Source: an optimization exercise on an open RTL-to-GDS flow (aim: small area, a short achievable clock period and few clock cycles). Production flows keep margins and buffers that such runs may drop.
In this exercise RTL edits were held to simulation tests only and were not proved equivalent to the original.
Power and IR drop assume default switching activity.

[design/flow/config.mk]
export PLATFORM = sky130hd
export DESIGN_NAME = zmc_alu
export DESIGN_NICKNAME = zmc_alu
export VERILOG_FILES = /design/flow/design.v
export SDC_FILE = /design/flow/constraint.sdc
export NUM_CORES = 4
export LEC_CHECK = 0
export ABC_CLOCK_PERIOD_IN_PS = 8000
export CAP_MARGIN = 20
export CORE_MARGIN = 2
export CORE_UTILIZATION = 40
export SETUP_SLACK_MARGIN = 5
export SLEW_MARGIN = 20
[design/flow/constraint.sdc]
create_clock -name core_clock -period 16.0 [get_ports {clk}]
set_input_delay 3.2000 -clock core_clock [delete_from_list [all_inputs] [get_ports {clk}]]
set_output_delay 3.2000 -clock core_clock [all_outputs]
set_load 0.01 [all_outputs]
[design/flow/design.v]
`timescale 1ns/10ps
module pfx_add #(parameter N = 16, parameter L = 4) (
	input  [N-1:0] x,
	input  [N-1:0] y,
	input          cin,
	output [N-1:0] s,
	output [N-1:0] c,
	output         cout
);
	wire [N-1:0] g0 = x & y;
	wire [N-1:0] p0 = x ^ y;
	wire [N-1:0] G [0:L];
	wire [N-1:0] P [0:L];
	assign G[0] = {g0[N-1:1], g0[0] | (p0[0] & cin)};
	assign P[0] = p0;
	genvar l, i;
	generate
		for (l = 1; l <= L; l = l + 1) begin : lv
			for (i = 0; i < N; i = i + 1) begin : bt
				if ((i >> (l - 1)) & 1) begin : op
					localparam integer J = ((i >> (l - 1)) << (l - 1)) - 1;
					assign G[l][i] = G[l-1][i] | (P[l-1][i] & G[l-1][J]);
					assign P[l][i] = P[l-1][i] & P[l-1][J];
				end else begin : pass
					assign G[l][i] = G[l-1][i];
					assign P[l][i] = P[l-1][i];
				end
			end
		end
	endgenerate
	assign c = {G[L][N-2:0], cin};
	assign s = p0 ^ c;
	assign cout = G[L][N-1];
endmodule
`timescale 1ns/10ps
module mul_step (
	input  [16:0] h,      
	input  [16:0] A,      
	input  [7:0]  C,      
	input         neg,    
	output [24:0] xx,
	output [24:0] yy
);
	wire w1, w2, w3, w4, w5, w6, w7, w8, w9, w10, w11, w12, w13, w14, w15, w16, w17, w18, w19, w20, w21, w22, w23, w24, w25, w26, w27, w28, w29, w30, w31, w32, w33, w34, w35, w36, w37, w38, w39, w40, w41, w42, w43, w44, w45, w46, w47, w48, w49, w50, w51, w52, w53, w54, w55, w56, w57, w58, w59, w60, w61, w62, w63, w64, w65, w66, w67, w68, w69, w70, w71, w72, w73, w74, w75, w76, w77, w78, w79, w80, w81, w82, w83, w84, w85, w86, w87, w88, w89, w90, w91, w92, w93, w94, w95, w96, w97, w98, w99, w100, w101, w102, w103, w104, w105, w106, w107, w108, w109, w110, w111, w112, w113, w114, w115, w116, w117, w118, w119, w120, w121, w122, w123, w124, w125, w126, w127, w128, w129, w130, w131, w132, w133, w134, w135, w136, w137, w138, w139, w140, w141, w142, w143, w144, w145, w146, w147, w148, w149, w150, w151, w152, w153, w154, w155, w156, w157, w158, w159, w160, w161, w162, w163, w164, w165, w166, w167, w168, w169, w170, w171, w172, w173, w174, w175, w176, w177, w178, w179, w180, w181, w182, w183, w184, w185, w186, w187, w188, w189, w190, w191, w192, w193, w194, w195, w196, w197, w198, w199, w200, w201, w202, w203, w204, w205, w206, w207, w208, w209, w210, w211, w212, w213, w214, w215, w216, w217, w218, w219, w220, w221, w222, w223, w224, w225, w226, w227, w228, w229, w230, w231, w232, w233, w234, w235, w236, w237, w238, w239, w240, w241, w242, w243, w244, w245, w246, w247, w248, w249, w250, w251, w252, w253, w254, w255, w256, w257, w258;
	assign w1 = h[7] ^ (C[0] & A[7]);
	assign w2 = h[7] & (C[0] & A[7]);
	assign w3 = h[8] ^ (C[0] & A[8]);
	assign w4 = h[8] & (C[0] & A[8]);
	assign w5 = h[9] ^ (C[0] & A[9]);
	assign w6 = h[9] & (C[0] & A[9]);
	assign w7 = h[10] ^ (C[0] & A[10]);
	assign w8 = h[10] & (C[0] & A[10]);
	assign w9 = h[11] ^ (C[0] & A[11]);
	assign w10 = h[11] & (C[0] & A[11]);
	assign w11 = h[12] ^ (C[0] & A[12]);
	assign w12 = h[12] & (C[0] & A[12]);
	assign w13 = h[13] ^ (C[0] & A[13]);
	assign w14 = h[13] & (C[0] & A[13]);
	assign w15 = h[14] ^ (C[0] & A[14]);
	assign w16 = h[14] & (C[0] & A[14]);
	assign w17 = h[15] ^ (C[0] & A[15]);
	assign w18 = h[15] & (C[0] & A[15]);
	assign w19 = ~h[16] ^ ~(C[0] & A[16]);
	assign w20 = ~h[16] & ~(C[0] & A[16]);
	assign w21 = h[5] ^ (C[0] & A[5]);
	assign w22 = h[5] & (C[0] & A[5]);
	assign w23 = h[6] ^ (C[0] & A[6]) ^ (C[1] & A[5]);
	assign w24 = (h[6] & (C[0] & A[6])) | ((C[1] & A[5]) & (h[6] ^ (C[0] & A[6])));
	assign w25 = (C[2] & A[4]) ^ (C[3] & A[3]);
	assign w26 = (C[2] & A[4]) & (C[3] & A[3]);
	assign w27 = w1 ^ (C[1] & A[6]) ^ (C[2] & A[5]);
	assign w28 = (w1 & (C[1] & A[6])) | ((C[2] & A[5]) & (w1 ^ (C[1] & A[6])));
	assign w29 = (C[3] & A[4]) ^ (C[4] & A[3]) ^ (C[5] & A[2]);
	assign w30 = ((C[3] & A[4]) & (C[4] & A[3])) | ((C[5] & A[2]) & ((C[3] & A[4]) ^ (C[4] & A[3])));
	assign w31 = (C[6] & A[1]) ^ (C[7] & (A[0] ^ neg));
	assign w32 = (C[6] & A[1]) & (C[7] & (A[0] ^ neg));
	assign w33 = w2 ^ w3 ^ (C[1] & A[7]);
	assign w34 = (w2 & w3) | ((C[1] & A[7]) & (w2 ^ w3));
	assign w35 = (C[2] & A[6]) ^ (C[3] & A[5]) ^ (C[4] & A[4]);
	assign w36 = ((C[2] & A[6]) & (C[3] & A[5])) | ((C[4] & A[4]) & ((C[2] & A[6]) ^ (C[3] & A[5])));
	assign w37 = (C[5] & A[3]) ^ (C[6] & A[2]) ^ (C[7] & (A[1] ^ neg));
	assign w38 = ((C[5] & A[3]) & (C[6] & A[2])) | ((C[7] & (A[1] ^ neg)) & ((C[5] & A[3]) ^ (C[6] & A[2])));
	assign w39 = w4 ^ w5 ^ (C[1] & A[8]);
	assign w40 = (w4 & w5) | ((C[1] & A[8]) & (w4 ^ w5));
	assign w41 = (C[2] & A[7]) ^ (C[3] & A[6]) ^ (C[4] & A[5]);
	assign w42 = ((C[2] & A[7]) & (C[3] & A[6])) | ((C[4] & A[5]) & ((C[2] & A[7]) ^ (C[3] & A[6])));
	assign w43 = (C[5] & A[4]) ^ (C[6] & A[3]) ^ (C[7] & (A[2] ^ neg));
	assign w44 = ((C[5] & A[4]) & (C[6] & A[3])) | ((C[7] & (A[2] ^ neg)) & ((C[5] & A[4]) ^ (C[6] & A[3])));
	assign w45 = w6 ^ w7 ^ (C[1] & A[9]);
	assign w46 = (w6 & w7) | ((C[1] & A[9]) & (w6 ^ w7));
	assign w47 = (C[2] & A[8]) ^ (C[3] & A[7]) ^ (C[4] & A[6]);
	assign w48 = ((C[2] & A[8]) & (C[3] & A[7])) | ((C[4] & A[6]) & ((C[2] & A[8]) ^ (C[3] & A[7])));
	assign w49 = (C[5] & A[5]) ^ (C[6] & A[4]) ^ (C[7] & (A[3] ^ neg));
	assign w50 = ((C[5] & A[5]) & (C[6] & A[4])) | ((C[7] & (A[3] ^ neg)) & ((C[5] & A[5]) ^ (C[6] & A[4])));
	assign w51 = w8 ^ w9 ^ (C[1] & A[10]);
	assign w52 = (w8 & w9) | ((C[1] & A[10]) & (w8 ^ w9));
	assign w53 = (C[2] & A[9]) ^ (C[3] & A[8]) ^ (C[4] & A[7]);
	assign w54 = ((C[2] & A[9]) & (C[3] & A[8])) | ((C[4] & A[7]) & ((C[2] & A[9]) ^ (C[3] & A[8])));
	assign w55 = (C[5] & A[6]) ^ (C[6] & A[5]) ^ (C[7] & (A[4] ^ neg));
	assign w56 = ((C[5] & A[6]) & (C[6] & A[5])) | ((C[7] & (A[4] ^ neg)) & ((C[5] & A[6]) ^ (C[6] & A[5])));
	assign w57 = w10 ^ w11 ^ (C[1] & A[11]);
	assign w58 = (w10 & w11) | ((C[1] & A[11]) & (w10 ^ w11));
	assign w59 = (C[2] & A[10]) ^ (C[3] & A[9]) ^ (C[4] & A[8]);
	assign w60 = ((C[2] & A[10]) & (C[3] & A[9])) | ((C[4] & A[8]) & ((C[2] & A[10]) ^ (C[3] & A[9])));
	assign w61 = (C[5] & A[7]) ^ (C[6] & A[6]) ^ (C[7] & (A[5] ^ neg));
	assign w62 = ((C[5] & A[7]) & (C[6] & A[6])) | ((C[7] & (A[5] ^ neg)) & ((C[5] & A[7]) ^ (C[6] & A[6])));
	assign w63 = w12 ^ w13 ^ (C[1] & A[12]);
	assign w64 = (w12 & w13) | ((C[1] & A[12]) & (w12 ^ w13));
	assign w65 = (C[2] & A[11]) ^ (C[3] & A[10]) ^ (C[4] & A[9]);
	assign w66 = ((C[2] & A[11]) & (C[3] & A[10])) | ((C[4] & A[9]) & ((C[2] & A[11]) ^ (C[3] & A[10])));
	assign w67 = (C[5] & A[8]) ^ (C[6] & A[7]) ^ (C[7] & (A[6] ^ neg));
	assign w68 = ((C[5] & A[8]) & (C[6] & A[7])) | ((C[7] & (A[6] ^ neg)) & ((C[5] & A[8]) ^ (C[6] & A[7])));
	assign w69 = w14 ^ w15 ^ (C[1] & A[13]);
	assign w70 = (w14 & w15) | ((C[1] & A[13]) & (w14 ^ w15));
	assign w71 = (C[2] & A[12]) ^ (C[3] & A[11]) ^ (C[4] & A[10]);
	assign w72 = ((C[2] & A[12]) & (C[3] & A[11])) | ((C[4] & A[10]) & ((C[2] & A[12]) ^ (C[3] & A[11])));
	assign w73 = (C[5] & A[9]) ^ (C[6] & A[8]) ^ (C[7] & (A[7] ^ neg));
	assign w74 = ((C[5] & A[9]) & (C[6] & A[8])) | ((C[7] & (A[7] ^ neg)) & ((C[5] & A[9]) ^ (C[6] & A[8])));
	assign w75 = w16 ^ w17 ^ (C[1] & A[14]);
	assign w76 = (w16 & w17) | ((C[1] & A[14]) & (w16 ^ w17));
	assign w77 = (C[2] & A[13]) ^ (C[3] & A[12]) ^ (C[4] & A[11]);
	assign w78 = ((C[2] & A[13]) & (C[3] & A[12])) | ((C[4] & A[11]) & ((C[2] & A[13]) ^ (C[3] & A[12])));
	assign w79 = (C[5] & A[10]) ^ (C[6] & A[9]) ^ (C[7] & (A[8] ^ neg));
	assign w80 = ((C[5] & A[10]) & (C[6] & A[9])) | ((C[7] & (A[8] ^ neg)) & ((C[5] & A[10]) ^ (C[6] & A[9])));
	assign w81 = w18 ^ w19 ^ (C[1] & A[15]);
	assign w82 = (w18 & w19) | ((C[1] & A[15]) & (w18 ^ w19));
	assign w83 = (C[2] & A[14]) ^ (C[3] & A[13]) ^ (C[4] & A[12]);
	assign w84 = ((C[2] & A[14]) & (C[3] & A[13])) | ((C[4] & A[12]) & ((C[2] & A[14]) ^ (C[3] & A[13])));
	assign w85 = (C[5] & A[11]) ^ (C[6] & A[10]) ^ (C[7] & (A[9] ^ neg));
	assign w86 = ((C[5] & A[11]) & (C[6] & A[10])) | ((C[7] & (A[9] ^ neg)) & ((C[5] & A[11]) ^ (C[6] & A[10])));
	assign w87 = w20 ^ ~(C[1] & A[16]) ^ (C[2] & A[15]);
	assign w88 = (w20 & ~(C[1] & A[16])) | ((C[2] & A[15]) & (w20 ^ ~(C[1] & A[16])));
	assign w89 = (C[3] & A[14]) ^ (C[4] & A[13]) ^ (C[5] & A[12]);
	assign w90 = ((C[3] & A[14]) & (C[4] & A[13])) | ((C[5] & A[12]) & ((C[3] & A[14]) ^ (C[4] & A[13])));
	assign w91 = (C[6] & A[11]) ^ (C[7] & (A[10] ^ neg));
	assign w92 = (C[6] & A[11]) & (C[7] & (A[10] ^ neg));
	assign w93 = ~(C[2] & A[16]) ^ (C[3] & A[15]) ^ (C[4] & A[14]);
	assign w94 = (~(C[2] & A[16]) & (C[3] & A[15])) | ((C[4] & A[14]) & (~(C[2] & A[16]) ^ (C[3] & A[15])));
	assign w95 = (C[5] & A[13]) ^ (C[6] & A[12]);
	assign w96 = (C[5] & A[13]) & (C[6] & A[12]);
	assign w97 = ~(C[3] & A[16]) ^ (C[4] & A[15]);
	assign w98 = ~(C[3] & A[16]) & (C[4] & A[15]);
	assign w99 = h[3] ^ (C[0] & A[3]);
	assign w100 = h[3] & (C[0] & A[3]);
	assign w101 = h[4] ^ (C[0] & A[4]) ^ (C[1] & A[3]);
	assign w102 = (h[4] & (C[0] & A[4])) | ((C[1] & A[3]) & (h[4] ^ (C[0] & A[4])));
	assign w103 = (C[2] & A[2]) ^ (C[3] & A[1]);
	assign w104 = (C[2] & A[2]) & (C[3] & A[1]);
	assign w105 = w21 ^ (C[1] & A[4]) ^ (C[2] & A[3]);
	assign w106 = (w21 & (C[1] & A[4])) | ((C[2] & A[3]) & (w21 ^ (C[1] & A[4])));
	assign w107 = (C[3] & A[2]) ^ (C[4] & A[1]) ^ (C[5] & A[0]);
	assign w108 = ((C[3] & A[2]) & (C[4] & A[1])) | ((C[5] & A[0]) & ((C[3] & A[2]) ^ (C[4] & A[1])));
	assign w109 = w22 ^ w23 ^ w25;
	assign w110 = (w22 & w23) | (w25 & (w22 ^ w23));
	assign w111 = (C[4] & A[2]) ^ (C[5] & A[1]) ^ (C[6] & A[0]);
	assign w112 = ((C[4] & A[2]) & (C[5] & A[1])) | ((C[6] & A[0]) & ((C[4] & A[2]) ^ (C[5] & A[1])));
	assign w113 = w24 ^ w26 ^ w27;
	assign w114 = (w24 & w26) | (w27 & (w24 ^ w26));
	assign w115 = w29 ^ w31 ^ (C[7] & neg);
	assign w116 = (w29 & w31) | ((C[7] & neg) & (w29 ^ w31));
	assign w117 = w28 ^ w30 ^ w32;
	assign w118 = (w28 & w30) | (w32 & (w28 ^ w30));
	assign w119 = w33 ^ w35 ^ w37;
	assign w120 = (w33 & w35) | (w37 & (w33 ^ w35));
	assign w121 = w34 ^ w36 ^ w38;
	assign w122 = (w34 & w36) | (w38 & (w34 ^ w36));
	assign w123 = w39 ^ w41 ^ w43;
	assign w124 = (w39 & w41) | (w43 & (w39 ^ w41));
	assign w125 = w40 ^ w42 ^ w44;
	assign w126 = (w40 & w42) | (w44 & (w40 ^ w42));
	assign w127 = w45 ^ w47 ^ w49;
	assign w128 = (w45 & w47) | (w49 & (w45 ^ w47));
	assign w129 = w46 ^ w48 ^ w50;
	assign w130 = (w46 & w48) | (w50 & (w46 ^ w48));
	assign w131 = w51 ^ w53 ^ w55;
	assign w132 = (w51 & w53) | (w55 & (w51 ^ w53));
	assign w133 = w52 ^ w54 ^ w56;
	assign w134 = (w52 & w54) | (w56 & (w52 ^ w54));
	assign w135 = w57 ^ w59 ^ w61;
	assign w136 = (w57 & w59) | (w61 & (w57 ^ w59));
	assign w137 = w58 ^ w60 ^ w62;
	assign w138 = (w58 & w60) | (w62 & (w58 ^ w60));
	assign w139 = w63 ^ w65 ^ w67;
	assign w140 = (w63 & w65) | (w67 & (w63 ^ w65));
	assign w141 = w64 ^ w66 ^ w68;
	assign w142 = (w64 & w66) | (w68 & (w64 ^ w66));
	assign w143 = w69 ^ w71 ^ w73;
	assign w144 = (w69 & w71) | (w73 & (w69 ^ w71));
	assign w145 = w70 ^ w72 ^ w74;
	assign w146 = (w70 & w72) | (w74 & (w70 ^ w72));
	assign w147 = w75 ^ w77 ^ w79;
	assign w148 = (w75 & w77) | (w79 & (w75 ^ w77));
	assign w149 = w76 ^ w78 ^ w80;
	assign w150 = (w76 & w78) | (w80 & (w76 ^ w78));
	assign w151 = w81 ^ w83 ^ w85;
	assign w152 = (w81 & w83) | (w85 & (w81 ^ w83));
	assign w153 = w82 ^ w84 ^ w86;
	assign w154 = (w82 & w84) | (w86 & (w82 ^ w84));
	assign w155 = w87 ^ w89 ^ w91;
	assign w156 = (w87 & w89) | (w91 & (w87 ^ w89));
	assign w157 = w88 ^ w90 ^ w92;
	assign w158 = (w88 & w90) | (w92 & (w88 ^ w90));
	assign w159 = w93 ^ w95 ^ (C[7] & (A[11] ^ neg));
	assign w160 = (w93 & w95) | ((C[7] & (A[11] ^ neg)) & (w93 ^ w95));
	assign w161 = w94 ^ w96 ^ w97;
	assign w162 = (w94 & w96) | (w97 & (w94 ^ w96));
	assign w163 = (C[5] & A[14]) ^ (C[6] & A[13]) ^ (C[7] & (A[12] ^ neg));
	assign w164 = ((C[5] & A[14]) & (C[6] & A[13])) | ((C[7] & (A[12] ^ neg)) & ((C[5] & A[14]) ^ (C[6] & A[13])));
	assign w165 = w98 ^ ~(C[4] & A[16]) ^ (C[5] & A[15]);
	assign w166 = (w98 & ~(C[4] & A[16])) | ((C[5] & A[15]) & (w98 ^ ~(C[4] & A[16])));
	assign w167 = (C[6] & A[14]) ^ (C[7] & (A[13] ^ neg));
	assign w168 = (C[6] & A[14]) & (C[7] & (A[13] ^ neg));
	assign w169 = ~(C[5] & A[16]) ^ (C[6] & A[15]);
	assign w170 = ~(C[5] & A[16]) & (C[6] & A[15]);
	assign w171 = h[2] ^ (C[0] & A[2]);
	assign w172 = h[2] & (C[0] & A[2]);
	assign w173 = w99 ^ (C[1] & A[2]) ^ (C[2] & A[1]);
	assign w174 = (w99 & (C[1] & A[2])) | ((C[2] & A[1]) & (w99 ^ (C[1] & A[2])));
	assign w175 = w100 ^ w101 ^ w103;
	assign w176 = (w100 & w101) | (w103 & (w100 ^ w101));
	assign w177 = w102 ^ w104 ^ w105;
	assign w178 = (w102 & w104) | (w105 & (w102 ^ w104));
	assign w179 = w106 ^ w108 ^ w109;
	assign w180 = (w106 & w108) | (w109 & (w106 ^ w108));
	assign w181 = w110 ^ w112 ^ w113;
	assign w182 = (w110 & w112) | (w113 & (w110 ^ w112));
	assign w183 = w114 ^ w116 ^ w117;
	assign w184 = (w114 & w116) | (w117 & (w114 ^ w116));
	assign w185 = w118 ^ w120 ^ w121;
	assign w186 = (w118 & w120) | (w121 & (w118 ^ w120));
	assign w187 = w122 ^ w124 ^ w125;
	assign w188 = (w122 & w124) | (w125 & (w122 ^ w124));
	assign w189 = w126 ^ w128 ^ w129;
	assign w190 = (w126 & w128) | (w129 & (w126 ^ w128));
	assign w191 = w130 ^ w132 ^ w133;
	assign w192 = (w130 & w132) | (w133 & (w130 ^ w132));
	assign w193 = w134 ^ w136 ^ w137;
	assign w194 = (w134 & w136) | (w137 & (w134 ^ w136));
	assign w195 = w138 ^ w140 ^ w141;
	assign w196 = (w138 & w140) | (w141 & (w138 ^ w140));
	assign w197 = w142 ^ w144 ^ w145;
	assign w198 = (w142 & w144) | (w145 & (w142 ^ w144));
	assign w199 = w146 ^ w148 ^ w149;
	assign w200 = (w146 & w148) | (w149 & (w146 ^ w148));
	assign w201 = w150 ^ w152 ^ w153;
	assign w202 = (w150 & w152) | (w153 & (w150 ^ w152));
	assign w203 = w154 ^ w156 ^ w157;
	assign w204 = (w154 & w156) | (w157 & (w154 ^ w156));
	assign w205 = w158 ^ w160 ^ w161;
	assign w206 = (w158 & w160) | (w161 & (w158 ^ w160));
	assign w207 = w162 ^ w164 ^ w165;
	assign w208 = (w162 & w164) | (w165 & (w162 ^ w164));
	assign w209 = w166 ^ w168 ^ w169;
	assign w210 = (w166 & w168) | (w169 & (w166 ^ w168));
	assign w211 = w170 ^ ~(C[6] & A[16]);
	assign w212 = w170 & ~(C[6] & A[16]);
	assign w213 = h[1] ^ (C[0] & A[1]);
	assign w214 = h[1] & (C[0] & A[1]);
	assign w215 = w171 ^ (C[1] & A[1]) ^ (C[2] & A[0]);
	assign w216 = (w171 & (C[1] & A[1])) | ((C[2] & A[0]) & (w171 ^ (C[1] & A[1])));
	assign w217 = w172 ^ w173 ^ (C[3] & A[0]);
	assign w218 = (w172 & w173) | ((C[3] & A[0]) & (w172 ^ w173));
	assign w219 = w174 ^ w175 ^ (C[4] & A[0]);
	assign w220 = (w174 & w175) | ((C[4] & A[0]) & (w174 ^ w175));
	assign w221 = w176 ^ w177 ^ w107;
	assign w222 = (w176 & w177) | (w107 & (w176 ^ w177));
	assign w223 = w178 ^ w179 ^ w111;
	assign w224 = (w178 & w179) | (w111 & (w178 ^ w179));
	assign w225 = w180 ^ w181 ^ w115;
	assign w226 = (w180 & w181) | (w115 & (w180 ^ w181));
	assign w227 = w182 ^ w183 ^ w119;
	assign w228 = (w182 & w183) | (w119 & (w182 ^ w183));
	assign w229 = w184 ^ w185 ^ w123;
	assign w230 = (w184 & w185) | (w123 & (w184 ^ w185));
	assign w231 = w186 ^ w187 ^ w127;
	assign w232 = (w186 & w187) | (w127 & (w186 ^ w187));
	assign w233 = w188 ^ w189 ^ w131;
	assign w234 = (w188 & w189) | (w131 & (w188 ^ w189));
	assign w235 = w190 ^ w191 ^ w135;
	assign w236 = (w190 & w191) | (w135 & (w190 ^ w191));
	assign w237 = w192 ^ w193 ^ w139;
	assign w238 = (w192 & w193) | (w139 & (w192 ^ w193));
	assign w239 = w194 ^ w195 ^ w143;
	assign w240 = (w194 & w195) | (w143 & (w194 ^ w195));
	assign w241 = w196 ^ w197 ^ w147;
	assign w242 = (w196 & w197) | (w147 & (w196 ^ w197));
	assign w243 = w198 ^ w199 ^ w151;
	assign w244 = (w198 & w199) | (w151 & (w198 ^ w199));
	assign w245 = w200 ^ w201 ^ w155;
	assign w246 = (w200 & w201) | (w155 & (w200 ^ w201));
	assign w247 = w202 ^ w203 ^ w159;
	assign w248 = (w202 & w203) | (w159 & (w202 ^ w203));
	assign w249 = w204 ^ w205 ^ w163;
	assign w250 = (w204 & w205) | (w163 & (w204 ^ w205));
	assign w251 = w206 ^ w207 ^ w167;
	assign w252 = (w206 & w207) | (w167 & (w206 ^ w207));
	assign w253 = w208 ^ w209 ^ (C[7] & (A[14] ^ neg));
	assign w254 = (w208 & w209) | ((C[7] & (A[14] ^ neg)) & (w208 ^ w209));
	assign w255 = w210 ^ w211 ^ (C[7] & (A[15] ^ neg));
	assign w256 = (w210 & w211) | ((C[7] & (A[15] ^ neg)) & (w210 ^ w211));
	assign w257 = w212 ^ ~(C[7] & (A[16] ^ neg));
	assign w258 = w212 & ~(C[7] & (A[16] ^ neg));
	assign xx = {w258, w256, w254, w252, w250, w248, w246, w244, w242, w240, w238, w236, w234, w232, w230, w228, w226, w224, w222, w220, w218, w216, w214, w213, h[0]};
	assign yy = {1'b1, w257, w255, w253, w251, w249, w247, w245, w243, w241, w239, w237, w235, w233, w231, w229, w227, w225, w223, w221, w219, w217, w215, (C[1] & A[0]), (C[0] & A[0])};
endmodule
`timescale 1ns/10ps
module zmc_alu (
	input  [15:0] a_in,
	input  [15:0] b_in,
	input  [7:0]  op_in,
	input         z_flag_in,
	input         s_flag_in,
	input         c_flag_in,
	input         ovr_flag_in,
	input         clk,
	input         a_reset_l,
	output reg [15:0] c_out,
	output reg    z_flag_out,
	output reg    s_flag_out,
	output reg    c_flag_out,
	output reg    ovr_flag_out,
	output        valid_out
);
	wire [15:0] a = a_in;
	wire [15:0] b = b_in;
	wire [3:0]  n = op_in[3:0];
	wire        cont = op_in[5];
	wire        zi = z_flag_in, si = s_flag_in, ci = c_flag_in, vi = ovr_flag_in;
	wire hi00    = (op_in[7:6] == 2'b00) & ~op_in[4];
	wire n_arith = (n == 4'h0) | (n == 4'h1) | (n == 4'h3) | (n == 4'h4) | (n == 4'h8) | (n == 4'hB);
	wire g_arith = hi00 & n_arith;
	wire g_logic = (op_in[7:4] == 4'h4);
	wire g_shift = (op_in[7:4] == 4'h8) & ~(op_in[2] & op_in[1]);
	wire is_mul  = hi00 & (n == 4'h2);
	wire is_div  = (op_in == 8'h0F);
	wire is_md   = is_mul | is_div;
	wire signd   = op_in[5];
	wire        x_a    = (n == 4'h8) | (n == 4'hB);
	wire        x_ones = (n == 4'h4);
	wire        x_d    = (n == 4'hF);
	wire        xy_m   = (n == 4'h2);
	wire        y_inv  = (n == 4'h3) | (n == 4'hB) | (n == 4'hF);
	wire        c9;
	wire        cin    = xy_m ? c9 :
	                     cont ? (ci & (n != 4'h0)) : ((n == 4'h1) | (n == 4'h3) | (n == 4'hB) | (n == 4'hF));
	wire [15:0] dx;
	wire [24:0] mx, my;
	wire [15:0] x = x_a ? a : x_d ? dx : xy_m ? mx[24:9] : {16{x_ones}};
	wire [15:0] y = xy_m ? my[24:9] : y_inv ? ~b : b;
	wire [15:0] sum, carry;
	wire        c16;
	pfx_add #(16) add_i (.x(x), .y(y), .cin(cin), .s(sum), .c(carry), .cout(c16));
	wire        c15 = carry[15];
	wire        sum_zero = ((x ^ y) == {x[14:0] | y[14:0], cin});
	wire        b_nz   = |b;
	wire        b_lnz  = |b[14:0];
	wire        neg_sub = ~cont & y_inv;       
	wire        negc    = cont & (n == 4'h3);  
	reg ar_c, ar_v;
	always @(*) begin
		if (negc) begin
			ar_c = b_nz | ci;
			ar_v = ~ci & b[15] & ~b_lnz;
		end else if (neg_sub) begin
			ar_c = c16 & b_nz;
			ar_v = (c16 & b_nz) ^ (c15 & b_lnz);
		end else begin
			ar_c = c16;
			ar_v = c16 ^ c15;
		end
	end
	wire mov   = (n == 4'h0);
	wire ar_z  = mov ? zi : (sum_zero & (~cont | zi));
	wire ar_s  = mov ? si : sum[15];
	wire ar_cf = mov ? ci : ar_c;
	wire ar_vf = mov ? vi : ar_v;
	reg [15:0] lg;
	integer i;
	always @(*) begin
		for (i = 0; i < 16; i = i + 1)
			lg[i] = op_in[{b[i], a[i]}];
		if (n == 4'hF) lg = 16'h0001;
	end
	reg        sh_fill, sh_c;
	reg [15:0] sh;
	always @(*) begin
		sh_c = ci;
		case (op_in[2:0])
			3'd0: sh_fill = 1'b0;
			3'd1: sh_fill = 1'b1;
			3'd2: sh_fill = op_in[3] ? b[0] : b[15];
			3'd4: sh_fill = op_in[3] ? b[15] : b[0];
			default: sh_fill = ci;
		endcase
		if (op_in[2:0] == 3'd5) sh_c = op_in[3] ? b[15] : b[0];
		sh = op_in[3] ? {b[14:0], sh_fill} : {sh_fill, b[15:1]};
	end
	reg         busy;  
	reg         vreg;  
	reg  [3:0]  pos;   
	reg  [16:0] ra;    
	reg  [14:0] rb;    
	wire        first = ~busy;
	mul_step mul_i (
		.h(first ? 17'd0 : ra),
		.A({signd & a[15], a}),
		.C(first ? b[7:0] : b[15:8]),
		.neg(signd & ~first),
		.xx(mx),
		.yy(my)
	);
	wire [8:0] t_lo, t_lo_c;
	pfx_add #(9, 4) mlo_i (.x(mx[8:0]), .y(my[8:0]), .cin(1'b0), .s(t_lo), .c(t_lo_c), .cout(c9));
	wire [24:0] t = {sum, t_lo};
	reg  [3:0]  nf;
	integer k;
	always @(*) begin
		nf = 4'd15;
		for (k = 0; k < 16; k = k + 1)
			if (b[k]) nf = 15 - k;
	end
	wire [15:0] r_init = {1'b0, a[15:1]} >> nf;
	wire        abit = a[pos];
	assign      dx = {ra[14:0], abit};
	wire        q = ra[15] | c16;
	wire [15:0] r_next = q ? sum : dx;
	always @(posedge clk or negedge a_reset_l) begin
		if (!a_reset_l) begin
			busy <= 1'b0;
			vreg <= 1'b0;
		end else begin
			busy <= is_md & ~vreg;
			vreg <= ~vreg & busy & (is_mul | (is_div & (pos == 4'd0)));
		end
	end
	always @(posedge clk) begin
		pos <= busy ? pos - 4'd1 : nf;
		if (is_mul) begin
			ra <= t[24:8];
			rb <= {7'd0, t[7:0]};
		end else begin
			ra <= {1'b0, busy ? r_next : r_init};
			rb <= busy ? {rb[13:0], q} : 15'd0;
		end
	end
	assign valid_out = vreg;
	wire [15:0] md_out = vreg ? ra[15:0] :
	                     is_mul ? {t[7:0], rb[7:0]} : {rb[14:0], q};
	wire a_z  = ~(|a);
	wire md_z = is_div ? (a_z & b_nz) : (a_z | ~b_nz);
	wire md_s = is_div ? si : (signd & (a[15] ^ b[15]));
	wire md_v = is_div ? ~b_nz : vi;
	always @(*) begin
		c_out = 16'd0; z_flag_out = 1'b0; s_flag_out = 1'b0; c_flag_out = 1'b0; ovr_flag_out = 1'b0;
		if (g_arith) begin
			c_out = sum; z_flag_out = ar_z; s_flag_out = ar_s; c_flag_out = ar_cf; ovr_flag_out = ar_vf;
		end else if (g_logic) begin
			c_out = lg; z_flag_out = (lg == 16'd0); s_flag_out = lg[15]; c_flag_out = ci; ovr_flag_out = vi;
		end else if (g_shift) begin
			c_out = sh; z_flag_out = (sh == 16'd0); s_flag_out = sh[15]; c_flag_out = sh_c; ovr_flag_out = vi;
		end else if (is_md) begin
			c_out = md_out; z_flag_out = md_z; s_flag_out = md_s; c_flag_out = ci; ovr_flag_out = md_v;
		end
	end
endmodule
[design/flow/run.sh]
#!/bin/bash
# synth_recipe.tcl (not shown) runs the flow's synth.tcl, then flattens the netlist and writes it again
# the make line also repeats each setting of config.mk as NAME=value (left out here)
make -C /OpenROAD-flow-scripts/flow DESIGN_CONFIG=/design/flow/config.mk WORK_HOME=/design/flow/orfs CLKGATE_MAP_FILE= SYNTH_SCRIPT=/design/flow/synth_recipe.tcl finish
==> summary.txt <==
-- final cells by class --
class | count | area, sq um | share of cell area (%)
clock buffers | 6 | 139 | 1.07
clock inverters | 2 | 60.1 | 0.462
inverters | 192 | 723 | 5.56
multi-input cells | 1042 | 9360 | 72.0
flip-flops and latches | 38 | 772 | 5.94
well taps | 335 | 419 | 3.22
repair buffers | 172 | 1530 | 11.8
-- cell usage after synthesis, types with 4 or more instances --
cell / count / area share [%]
sky130_fd_sc_hd__a211oi_1: 5 / 0.36
sky130_fd_sc_hd__a21o_1: 14 / 1.0
sky130_fd_sc_hd__a21oi_1: 94 / 4.5
sky130_fd_sc_hd__a221oi_1: 8 / 0.67
sky130_fd_sc_hd__a31oi_1: 13 / 0.77
sky130_fd_sc_hd__a32oi_1: 4 / 0.33
sky130_fd_sc_hd__and2_1: 35 / 2.1
sky130_fd_sc_hd__and3_1: 16 / 0.95
sky130_fd_sc_hd__buf_1: 4 / 0.14
sky130_fd_sc_hd__buf_2: 11 / 0.52
sky130_fd_sc_hd__clkbuf_1: 85 / 3.0
sky130_fd_sc_hd__dfxtp_1: 36 / 6.8
sky130_fd_sc_hd__fa_1: 114 / 22
sky130_fd_sc_hd__ha_1: 63 / 7.5
sky130_fd_sc_hd__inv_1: 192 / 6.8
sky130_fd_sc_hd__mux2_2: 12 / 1.3
sky130_fd_sc_hd__mux2i_1: 29 / 2.8
sky130_fd_sc_hd__mux4_2: 19 / 4.1
sky130_fd_sc_hd__nand2_1: 161 / 5.7
sky130_fd_sc_hd__nand2b_1: 29 / 1.7
sky130_fd_sc_hd__nand3_1: 25 / 1.2
sky130_fd_sc_hd__nand3b_1: 4 / 0.29
sky130_fd_sc_hd__nand4_1: 9 / 0.53
sky130_fd_sc_hd__nor2_1: 74 / 2.6
sky130_fd_sc_hd__nor2b_1: 47 / 2.8
sky130_fd_sc_hd__nor3_1: 16 / 0.76
sky130_fd_sc_hd__nor4_1: 13 / 0.77
sky130_fd_sc_hd__o211ai_1: 6 / 0.43
sky130_fd_sc_hd__o21a_1: 7 / 0.50
sky130_fd_sc_hd__o21ai_0: 57 / 2.7
sky130_fd_sc_hd__o221ai_1: 9 / 0.75
sky130_fd_sc_hd__o22a_1: 15 / 1.2
sky130_fd_sc_hd__o22ai_1: 10 / 0.59
sky130_fd_sc_hd__or2_2: 6 / 0.36
sky130_fd_sc_hd__or3_1: 4 / 0.24
sky130_fd_sc_hd__xnor2_1: 30 / 2.5
sky130_fd_sc_hd__xor2_1: 35 / 2.9
-- worst register-to-register path: cells and delay by family (launching register included) --
kind / cells / cell delay (ps)
simple gates: 5 / 690
fa+ha+maj: 8 / 3150
compound gates: 8 / 1070
buf+inv: 9 / 1420
flops: 1 / 750
mux: 1 / 380
-- routing by layer --
layer,GRT usage (%),wire length (um)
met3,6.41,4480
met5,0,0
met4,11.5,2100
met1,41.6,17800
met2,48.8,19200
-- power by group through the flow --
stage / registers [mW] / logic, mW / clock network [mW]
final: 0.113 / 0.621 / 0.138
after global routing: 0.113 / 0.675 / 0.141
after CTS: 0.112 / 0.560 / 0.137
after detailed placement: 0.114 / 0.492 / 0
after global placement: 0.114 / 0.484 / 0
after floorplan: 0.106 / 0.336 / 0
-- registers in the layout, indices dropped and copies added (netlist names) --
register and cells:
vreg 1, ra 17, rb 15, busy 1, pos 4
-- repair_timing --
action                                  4_1_cts  5_1_grt
endpoints found under the setup margin       20       20
cloned                                        0        1
pin swaps                                    51       79
gates resized for setup                     201      114
setup buffers                                43       25
endpoints found under the hold margin         0        0
hold buffers                                  0        0
-- kinds of logic after synthesis --
logic type | synth area share, %
compound gates | 17.4
simple gates | 21.5
flops | 7.32
buf+inv | 10.9
mux | 8.36
xor+xnor | 5.41
fa+ha+maj | 29.2
-- final timing paths --
kind | to | startpoint | depth (start not counted)
min | rb[6] | rb[5] | 1
min in group asynchronous | vreg | a_reset_l | 1
max | c_out[0] | b_in[0] | 27
max reg2reg | ra[8] | busy | 31
max in group asynchronous | busy | a_reset_l | 1
min reg2reg | rb[6] | rb[5] | 1
-- metrics by stage --
stage / cells / hold WS (ps) / utilization (%)
after global routing: 1787 / 505 / 50.0
after detailed placement: 1710 / 472 / 44.7
after CTS: 1761 / 487 / 47.6
after global placement: 1710 / 465 / 44.7
final: 1787 / 482 / 50.0
after floorplan: 1376 / 436 / -
==> Flow_metrics.wiki <==
{| class="wikitable"
! Metric !! Value
|-
| Result of the run || finished clean
|-
| Top Ports || 67
|-
| Proportion of synthesized flip-flops having asynchronous set or reset || 5.26%
|-
| Bufs on Longest Clock Path || 2
|-
| Synth Cell Area || between 10,000 and 15,000 sq um
|-
| Total power per unit cell area || about 67 nW/um^2
|-
| Main synth FF type || sky130_fd_sc_hd__dfxtp_1
|-
| Antenna Nets Post-Route || 0
|-
| Number of optimization iterations in the first detailed-route pass || 5
|-
| Num Clock Sinks || 38
|-
| Width of the chip || between 150 and 200 um
|-
| Most common cell on crit path || sky130_fd_sc_hd__fa_1
|-
| Proportion of synthesized chip area in sequential cells || under 10%
|-
| Count of unresolved DRC violations after routing || 0
|-
| Critical Path Max Stage Delay || 510 ps
|-
| CTS tree || yes
|-
| Kind of end point of the critical path || primary output
|-
| Total of buffers placed on input and output ports || 66
|-
| Final Setup Violations || 0
|-
| Min cycle time layout || between 10,000 and 15,000 ps
|-
| Total number of vias || 10,700
|-
| Fin. max-slew vios || 0
|-
| Worst VDD drop || about 0.000039 V
|-
| Required time worst endpoint || roughly 13,000 ps
|-
| Initial core utilization || about two fifths
|-
| Num CTS Buffers || 5
|-
| Latest clock arrival within the worst-skew pair || 290 ps
|-
| Overall power of the completed layout || roughly 0.87 mW
|-
| Max_cap viols || 0
|-
| Pin count of the biggest net entering global routing || 55
|-
| Relative slew slack || 27.8%
|-
| Worst slack, placed || 1580 ps
|-
| Setup repair after global routing missed its margin || yes
|-
| Family with the most delay on the worst path || adder cells
|-
| Cells after Synth || 1,376
|-
| First-pass GRT wire length || 65,700 um
|-
| Commonest cells after routing, fill and taps aside || sky130_fd_sc_hd__inv_1 (181), sky130_fd_sc_hd__nand2_1 (155), sky130_fd_sc_hd__fa_1 (100)
|-
| Number of warnings reported in the yosys synthesis log || 3
|-
| Internal Pwr Total || roughly 0.47 mW
|-
| Unique cell type count in the Yosys netlist || between 70 and 80
|-
| Sort of element at the start of the critical path || input pin
|-
| Setup TNS || 0 ps
|-
| WL final || about 44,000 um
|-
| Via count of the first global-routing pass || between 10,000 and 15,000
|-
| Switch share || 46.1%
|-
| Largest clock skew in the final design || 7.91 ps
|-
| Part of the power in registers || 12.9%
|-
| Logic pwr share || between 70 and 80%
|-
| Proportion of power drawn by the clock network || between 15 and 20%
|-
| Core area || ~26,000 sq um
|-
| Final design instance area without fill || 13,000 sq um
|-
| Number of antenna violations at the first check in global routing || 1
|-
| Number of H-tree branching levels || 2
|-
| Bufs and invs on worst path || 6
|-
| Count of standard-cell rows || 59
|-
| Psw || 0.402 mW
|-
| Detailed placer's ending HPWL || a little over 30,000 um
|-
| Critical Setup Path Class || input pin to primary output
|-
| Average cell area after synthesis || approximately 7.6 sq um
|-
| Maximum achievable frequency || between 70 and 80 MHz
|-
| Overall fraction of global-route tracks in use || between 30% and 40%
|-
| Flop2flop setup slack || roughly 8400 ps
|-
| Average wire length per cell after detail routing || around 24 um
|-
| Final-layout fill cell count || about 2,500
|-
| Relative area change from synthesis to final layout || 23.5%
|-
| Mean number of vias per cell || 5.98
|-
| Final WS setup || approximately 3200 ps
|-
| DR iter-0 viols || ~1,200
|-
| Number of hold violations in the final report || 0
|-
| Number of synthesized flops with an enable pin || 0
|-
| Global placer's final weighted congestion || ~0.96
|-
| Static Leak || between 5 and 6 nW
|-
| Slowest-stage cell, CP || sky130_fd_sc_hd__fa_1
|-
| # nets final || 1,674
|-
| Hold crit path type || flip-flop to flip-flop
|-
| Syn nets || between 1,500 and 2,000
|-
| Clock transition at the register clock pins on the worst setup and hold paths after CTS || around 60 ps
|-
| Most frequent standard cell in the layout excluding fill and tap cells || sky130_fd_sc_hd__inv_1
|-
| Area of the die || roughly 28,000 sq um
|-
| Root Driver || sky130_fd_sc_hd__clkbuf_16
|-
| Total grt overflow || 0
|-
| Arrival time of the worst setup path || between 9000 and 10,000 ps
|-
| Slew @ Worst Pin || ~1100 ps
|-
| Overall die height || about 170 um
|-
| Instance area after placement || about 12,000 sq um
|-
| Layout cell share with drive strength beyond 1 || a little over a fifth
|-
| Final worst-path cycle share || about four fifths
|-
| Antenna cells || 0
|-
| Worst-path maximum fanout || 4
|-
| #FFs+latches synth || 38
|}
Testbench counts, summed over its fixed seeds: cycles 6,068.

==> port drivers added, routing unchanged <==
How much do the figures lean on ideal ports? The routed layout below was timed once more, with nothing changed but the port constraints.
Step 1 sets driving cells, clkbuf_16 on the clock port and buf_2 on the other inputs (assumed; they add their load-dependent delay and slew).
Step 2 times the ports against the registers' clock, not the clock port: input delays grow and output delays shrink by t, the midpoint of the rising clock arrivals with the driver on.
Slacks: ideal ports / drivers / drivers and shift; pairs: ideal ports / drivers.
shift t [ns]: 0.322
slack for setup (ns): 3.238 / 3.191 / 3.191
cell pins on the clock port's net: 1
After both steps setup and hold are still met in this run. For this run, drivers alone change the setup slack by -0.047 ns; drivers and shift together by -0.047 ns.
